This design comes from an exercise in tuning for small area and a short achievable clock period on the open sky130 flow, not from production work. The RTL was checked by simulation tests, not by an equivalence proof against the original design.

==> flow/design.v, too long to show whole: its modules and the start of the top module <==
// module ntt_add: 93 lines
// module ntt_sub: 101 lines
// module ntt_dbl: 57 lines
// module ntt_tmul1: 413 lines
// module ntt_red21: 119 lines
// module ntt_tmul4: 221 lines
// module ntt_red1: 61 lines
// module ntt_gmul0: 413 lines
// module ntt_gmul1: 177 lines
// module ntt_gmul2: 177 lines
// module ntt_table: 16 lines
// module FNTT_FINTT_8point: 150 lines
module FNTT_FINTT_8point(
  input        clock,
  input        reset,
  input  [7:0] io_inData_0,
  input  [7:0] io_inData_1,
  input  [7:0] io_inData_2,
  input  [7:0] io_inData_3,
  input  [7:0] io_inData_4,
  input  [7:0] io_inData_5,
  input  [7:0] io_inData_6,
  input  [7:0] io_inData_7,
  input  [7:0] io_omega_0,
  input  [7:0] io_omega_1,
  input  [7:0] io_omega_2,
  input  [7:0] io_omega_3,
  input  [7:0] io_mod,
  input  [7:0] io_invN,
  input        io_mode,
  output [7:0] io_outData_0,
  output [7:0] io_outData_1,
  output [7:0] io_outData_2,
  output [7:0] io_outData_3,
  output [7:0] io_outData_4,
  output [7:0] io_outData_5,
  output [7:0] io_outData_6,
  output [7:0] io_outData_7
);
  // ...
==> flow/run.sh <==
#!/bin/bash
# synth_recipe.tcl (not shown) runs the flow's synth.tcl, then flattens the netlist and writes it again
# the make line also repeats each setting of config.mk as NAME=value (left out here)
make -C /OpenROAD-flow-scripts/flow DESIGN_CONFIG=/design/flow/config.mk WORK_HOME=/design/flow/orfs CLKGATE_MAP_FILE= SYNTH_SCRIPT=/design/flow/synth_recipe.tcl finish
==> flow/config.mk <==
export PLATFORM = sky130hd
export DESIGN_NAME = FNTT_FINTT_8point
export DESIGN_NICKNAME = FNTT_FINTT_8point
export VERILOG_FILES = /design/flow/design.v
export SDC_FILE = /design/flow/constraint.sdc
export NUM_CORES = 4
export LEC_CHECK = 0
export CAP_MARGIN = 20
export CORE_MARGIN = 2
export CORE_UTILIZATION = 40
export SLEW_MARGIN = 20
==> flow/constraint.sdc <==
create_clock -name core_clock -period 36.0 [get_ports {clock}]
set_input_delay 7.2000 -clock core_clock [delete_from_list [all_inputs] [get_ports {clock}]]
set_output_delay 7.2000 -clock core_clock [all_outputs]
set_load 0.01 [all_outputs]
==> summary.md, run 1 <==
The post-synth design cell area is 76,600 sq um, and the top-level port count is 179. The source-to-sink clock delay at the later pin of the worst-skew pair is 770 ps, and the number of buffers added on ports is 177.

The relative area of non-clock buffer cells in the final design came out at 0.0254. Wires add up to 219 mm. The number of cells on the worst reg-to-reg path is 41. Critical path's slowest cell: buf_4. The number of endpoints with negative hold slack in the final report is 0.

Across all register-to-register paths, the minimum setup slack is 22,530 ps. Global-route track usage on met1: 0.287. The cell class contributing the biggest share of worst-path delay was buffers and inverters.

The via count of the routed design is 49,600, and the number of enable-type register cells in the synthesized netlist is 0. The run finished with no timing, DRC or antenna violations. The first detailed-routing pass took 6 iterations.

The tools report the capturing element of the worst setup path as io_outData_2[0]. Clock network area share: 0.0474. The synthesized design spends more area on one cell type than any other, namely fa_1. The top flip-flop cell by instance count after synthesis was dfxtp_1. The met2 capacity usage during global routing was 0.386. In the detailed route, the total length drawn on met2 is 105 mm. The run gives 49,400 sq um as the multi-input logic area. Among all cell classes, the greatest summed area belongs to multi-input combinational cells. 10 antenna diodes ended up in the layout. Data arrives at the worst endpoint at 8890 ps.

The final RePlAce weighted congestion is 0.965.
==> run 2, diff against run 1 <==
--- a/flow/config.mk
+++ b/flow/config.mk
@@ -7,5 +7,7 @@
 export LEC_CHECK = 0
 export CAP_MARGIN = 20
 export CORE_MARGIN = 2
-export CORE_UTILIZATION = 40
+export CORE_UTILIZATION = 65
+export CTS_CLUSTER_SIZE = 30
+export PLACE_DENSITY = 0.75
 export SLEW_MARGIN = 20
==> run 2 against run 1 <==
  * Still clean on timing, DRC and antenna
  * Critical path depth unchanged
  * Synthesized cell count stayed put
  * Register-to-register slack got worse by 130 ps
  * Final area decreased by 1.6%
  * Sequential share of layout area increased by 0.42 points
  * Clock skew is 25 ps lower
  * Maximum frequency is 2.9% lower
  * Via count grew 3.1%
  * Die area is 38% lower
  * Flip-flop and latch count unchanged
==> summary.md, run 2 <==
The data arrival time of the worst path is 9380 ps (was 8890 ps), and the source-to-sink clock delay at the later pin of the worst-skew pair is 750 ps (was 770 ps). The run gives 8,955 (was 8,967) as the number of nets at the end of the flow. The master cell of the clock root buffer is clkbuf_16 (unchanged).

The maximum clock rate was 60.3 MHz (was 62.1 MHz). Post-detailed-routing wire length: 215 mm (was 219 mm). The worst-case setup slack after placement came out at 19,420 ps (was 19,880 ps). The post-route worst setup slack came out at 19,420 ps (was 19,910 ps).

Setup repair after global routing left no endpoint under its margin. The relative area change from synthesis to final layout was 8.90% (was 10.7%). The post-synth design cell area came out at 76,600 sq um (unchanged). The share of synthesized area spent on multiplexers came out at 0.0726 (unchanged). The worst slew slack as a fraction of its limit is 0.238 (was 0.303), and the top cell type's share of synthesized area is 0.371 (unchanged).

The warning count from the yosys run is 2 (unchanged). The top flip-flop cell by instance count after synthesis is dfxtp_1 (unchanged). The vertical die dimension was 347 um (was 441 um). The total number of H-tree levels was 3 (unchanged); the number of flip-flops and latches in the synthesized netlist was 1,060 (unchanged). The number of max-slew violations in the final report came out at 0 (unchanged). The tools report the die footprint as 121,000 sq um (was 195,000 sq um). The tools report the global-route congestion overflow total as 0 (unchanged).

The tools report the net count of the mapped netlist as 8,910 (unchanged). The flow ran to the end and the layout has no timing, DRC or antenna violations. The delay of the slowest cell on the worst path is 570 ps (was 630 ps), and the quantity of gates resized following cts is 0 (unchanged). The die span in x was 347 um (was 441 um). The number of DRC markers in iteration 0 is 4,665 (was 3,608), and the total core area is 117,000 sq um (was 190,000 sq um). For the buffers inserted during post-CTS setup optimization, the log shows 0 (unchanged). For the synthesized netlist cell count, the log shows 7,166 (unchanged).

The critical path endpoint category is a primary output (unchanged). The number of endpoints with negative hold slack in the final report came out at 0 (unchanged). The tools report the number of sinks driven by the clock tree as 1,060 (unchanged). For the final setup violation count, the log shows 0 (unchanged). List of cells traversed by the critical path: buf_2, buf_4, mux2_2, clkdlybuf4s50_1 (unchanged). Number of enable-type register cells in the synthesized netlist: 0 (unchanged).

The most used standard cell by instance count after synthesis was fa_1 (unchanged). The post-route DRC violation count is 0 (unchanged), and the average detailed-routed wire length per instance is 24.3 um (was 22.2 um). The commonest non-fill, non-tap cell in the layout was fa_1 (unchanged). The number of distinct library cells after synthesis was 59 (unchanged). The logs give 21.2 ps (was 46.0 ps) for the worst clock skew and 179 (unchanged) for the top-level port count. The total of max-cap violations is 0 (unchanged), and the sequential fraction of the synthesis area is 0.277 (unchanged). Top library cells by usage in the layout, fill and taps aside: fa_1, inv_1, dfxtp_1 (unchanged). The area share of fa/ha/maj cells after synthesis came out at 0.405 (unchanged). Dominant cell type by area after synthesis: fa_1 (unchanged).

The source of the worst register-to-register timing path was m[1] (unchanged). The type of the tightest min-delay check was reg -> reg (unchanged). Largest cells by area after synthesis: fa_1, dfxtp_1, inv_1, nand2_1, mux2_2 (unchanged).

The tools report the via count of the routed design as 51,100 (was 49,600). The run gives 328 mm (was 331 mm) as the global-route wire length before repair. Largest register by flop count: sr (unchanged). Ranking of synthesized cells by instance count: fa_1, inv_1, dfxtp_1, nand2_1, o21ai_0 (unchanged).

The path type of the worst setup path is in -> out (unchanged). The worst min-delay path startpoint was aa7[5] (was d1[1]). The effective utilization at floorplan is 0.657 (was 0.403), and the clock transition time at the flip-flop clock pins of the worst setup and hold paths is 60 ps (about the same). The required time at the worst-slack endpoint was 28,800 ps (about the same); the flip-flop count of the largest register after layout was 72 (unchanged). The run gives 54,800 (was 53,000) as the via count of the first global-routing pass. The critical path's slowest cell was buf_4 (unchanged). Element type at the critical path start: an input port (unchanged). The combinational family with the most area after synthesis was adder cells (unchanged). The share of synthesized registers carrying an async set or reset works out to 0 (unchanged). The minimum period implied by the final worst setup slack is 16,580 ps (was 16,090 ps), and the average size of a mapped cell is 10.7 sq um (unchanged). The detail-routed via count per cell is 5.79 (was 5.04). The number of buffers added on ports was 177 (unchanged); the final HPWL from detailed placement was 161 mm (was 169 mm). The worst setup path startpoint is io_mode (unchanged).

Final antenna-violating net count: 0 (unchanged). The maximum clock path buffer count is 3 (unchanged), and the initial antenna violation count is 8 (was 13). The final cycle utilization of the critical path was 0.460 (was 0.447); the number of hold buffers added after CTS was 0 (unchanged).

The post-route setup TNS was 0 ps (unchanged); the fraction of layout cells with a size suffix above 1 was 0.0775 (was 0.0792). The total global routing track utilization was 0.370 (was 0.231); the actual transition at the worst max-transition pin was 1140 ps (was 1040 ps). The highest fanout seen on the critical path was 35 (was 64); the xor and xnor fraction of the mapped netlist area was 0.00686 (unchanged). The count of standard-cell rows came out at 125 (was 160).

The final RePlAce weighted congestion is 1.03 (was 0.965). TritonCTS built the clock tree. The post-synthesis simple-gate area fraction works out to 0.0851 (unchanged). The compound-cell area share of the yosys netlist was 0.0756 (unchanged). Number of clock buffers inserted by TritonCTS: 110 (was 114). The logs give 9 (was 6) for the number of detailed-routing iterations run before antenna repair and 49 (was 65) for the largest net degree at the start of global routing.
## run 2: cell counts after synthesis
No cell type changed its count.
## run 2: stage by stage
step / area [sq um] / cells / hold slack, ps / util
floorplan: 76600 / 7166 / 310 / -
global placement: 79400 / 8623 / 310 / 0.682
detailed placement: 79400 / 8623 / 312 / 0.682
CTS: 83400 / 8828 / 319 / 0.715
global route: 83400 / 8828 / 319 / 0.715
finish: 83400 / 8833 / 317 / 0.716
## run 2: layer usage
metal / wire length (um) / part of all wire / global-route usage / up-vias
met1: 80500 / 0.37 / 0.462 / 25700
met3: 19300 / 0.090 / 0.0875 / 743
met4: 15200 / 0.071 / 0.209 / 10
met2: 99800 / 0.46 / 0.594 / 2401
li1: - / - / - / 22300
met5: 69 / 0.00032 / 0 / -
## run 2: final timing paths
| check | slack (ps) | end | cells past startpoint |
|---|---|---|---|
| setup / recovery | 19420 | io_outData_2[7] | 4 |
| hold / removal | 320 | aa8[5] | 0 |
| setup reg to reg | 22400 | ab[13] | 42 |
| hold reg to reg | 320 | aa8[5] | 0 |
## run 2: cells by family after synthesis
logic type               after synthesis
buffers and inverters               1542
multiplexers                         520
AO/OA/AOI/OAI                        916
flip-flops                          1060
XOR/XNOR                              60
AND/OR/NAND/NOR                     1439
adder cells (fa/ha/maj)             1629
## run 2: cell type report
type	count	area, sq um
clock inverter	69	915
antenna	5	12.5
tap	1524	1910
clock buffer	136	3020
timing repair buffer	220	2100
multi-input combinational	4564	49400
inverter	1255	4740
sequential	1060	21300
fill	8439	33100
## run 2: critical path, delay by kind of cell
kind / cells / cell delay [ps]
buffers and inverters: 3 / 1640
muxes: 1 / 490

static timing again, ports no longer ideal:
The results above use ideal ports. As a check the final layouts listed here were re-extracted and re-timed, cells and wires unchanged. Step 1 (the two cells are an assumption about what drives the block):
set clk [get_ports {clock}]
set_driving_cell -lib_cell sky130_fd_sc_hd__clkbuf_16 $clk
set_driving_cell -lib_cell sky130_fd_sc_hd__buf_2 [delete_from_list [all_inputs] $clk]
Step 2, shift: input delay + t, output delay - t, t = (earliest + latest rising clock arrival at the registers) / 2. This alone moves slack from input paths to output paths. Three values: no drivers, after step 1, after step 2; two values: the first two.
run	t (ns)	slack for setup (ns)	worst slew at a driven data input, ns
run 1	0.833	19.905 / 19.884 / 19.884	0.21
run 2	0.814	19.425 / 19.403 / 19.403	0.07
After both steps every run listed still meets setup and hold. The setup slack of run 2, which loses most, moves by -0.022 ns with the drivers and by -0.022 ns with both steps.
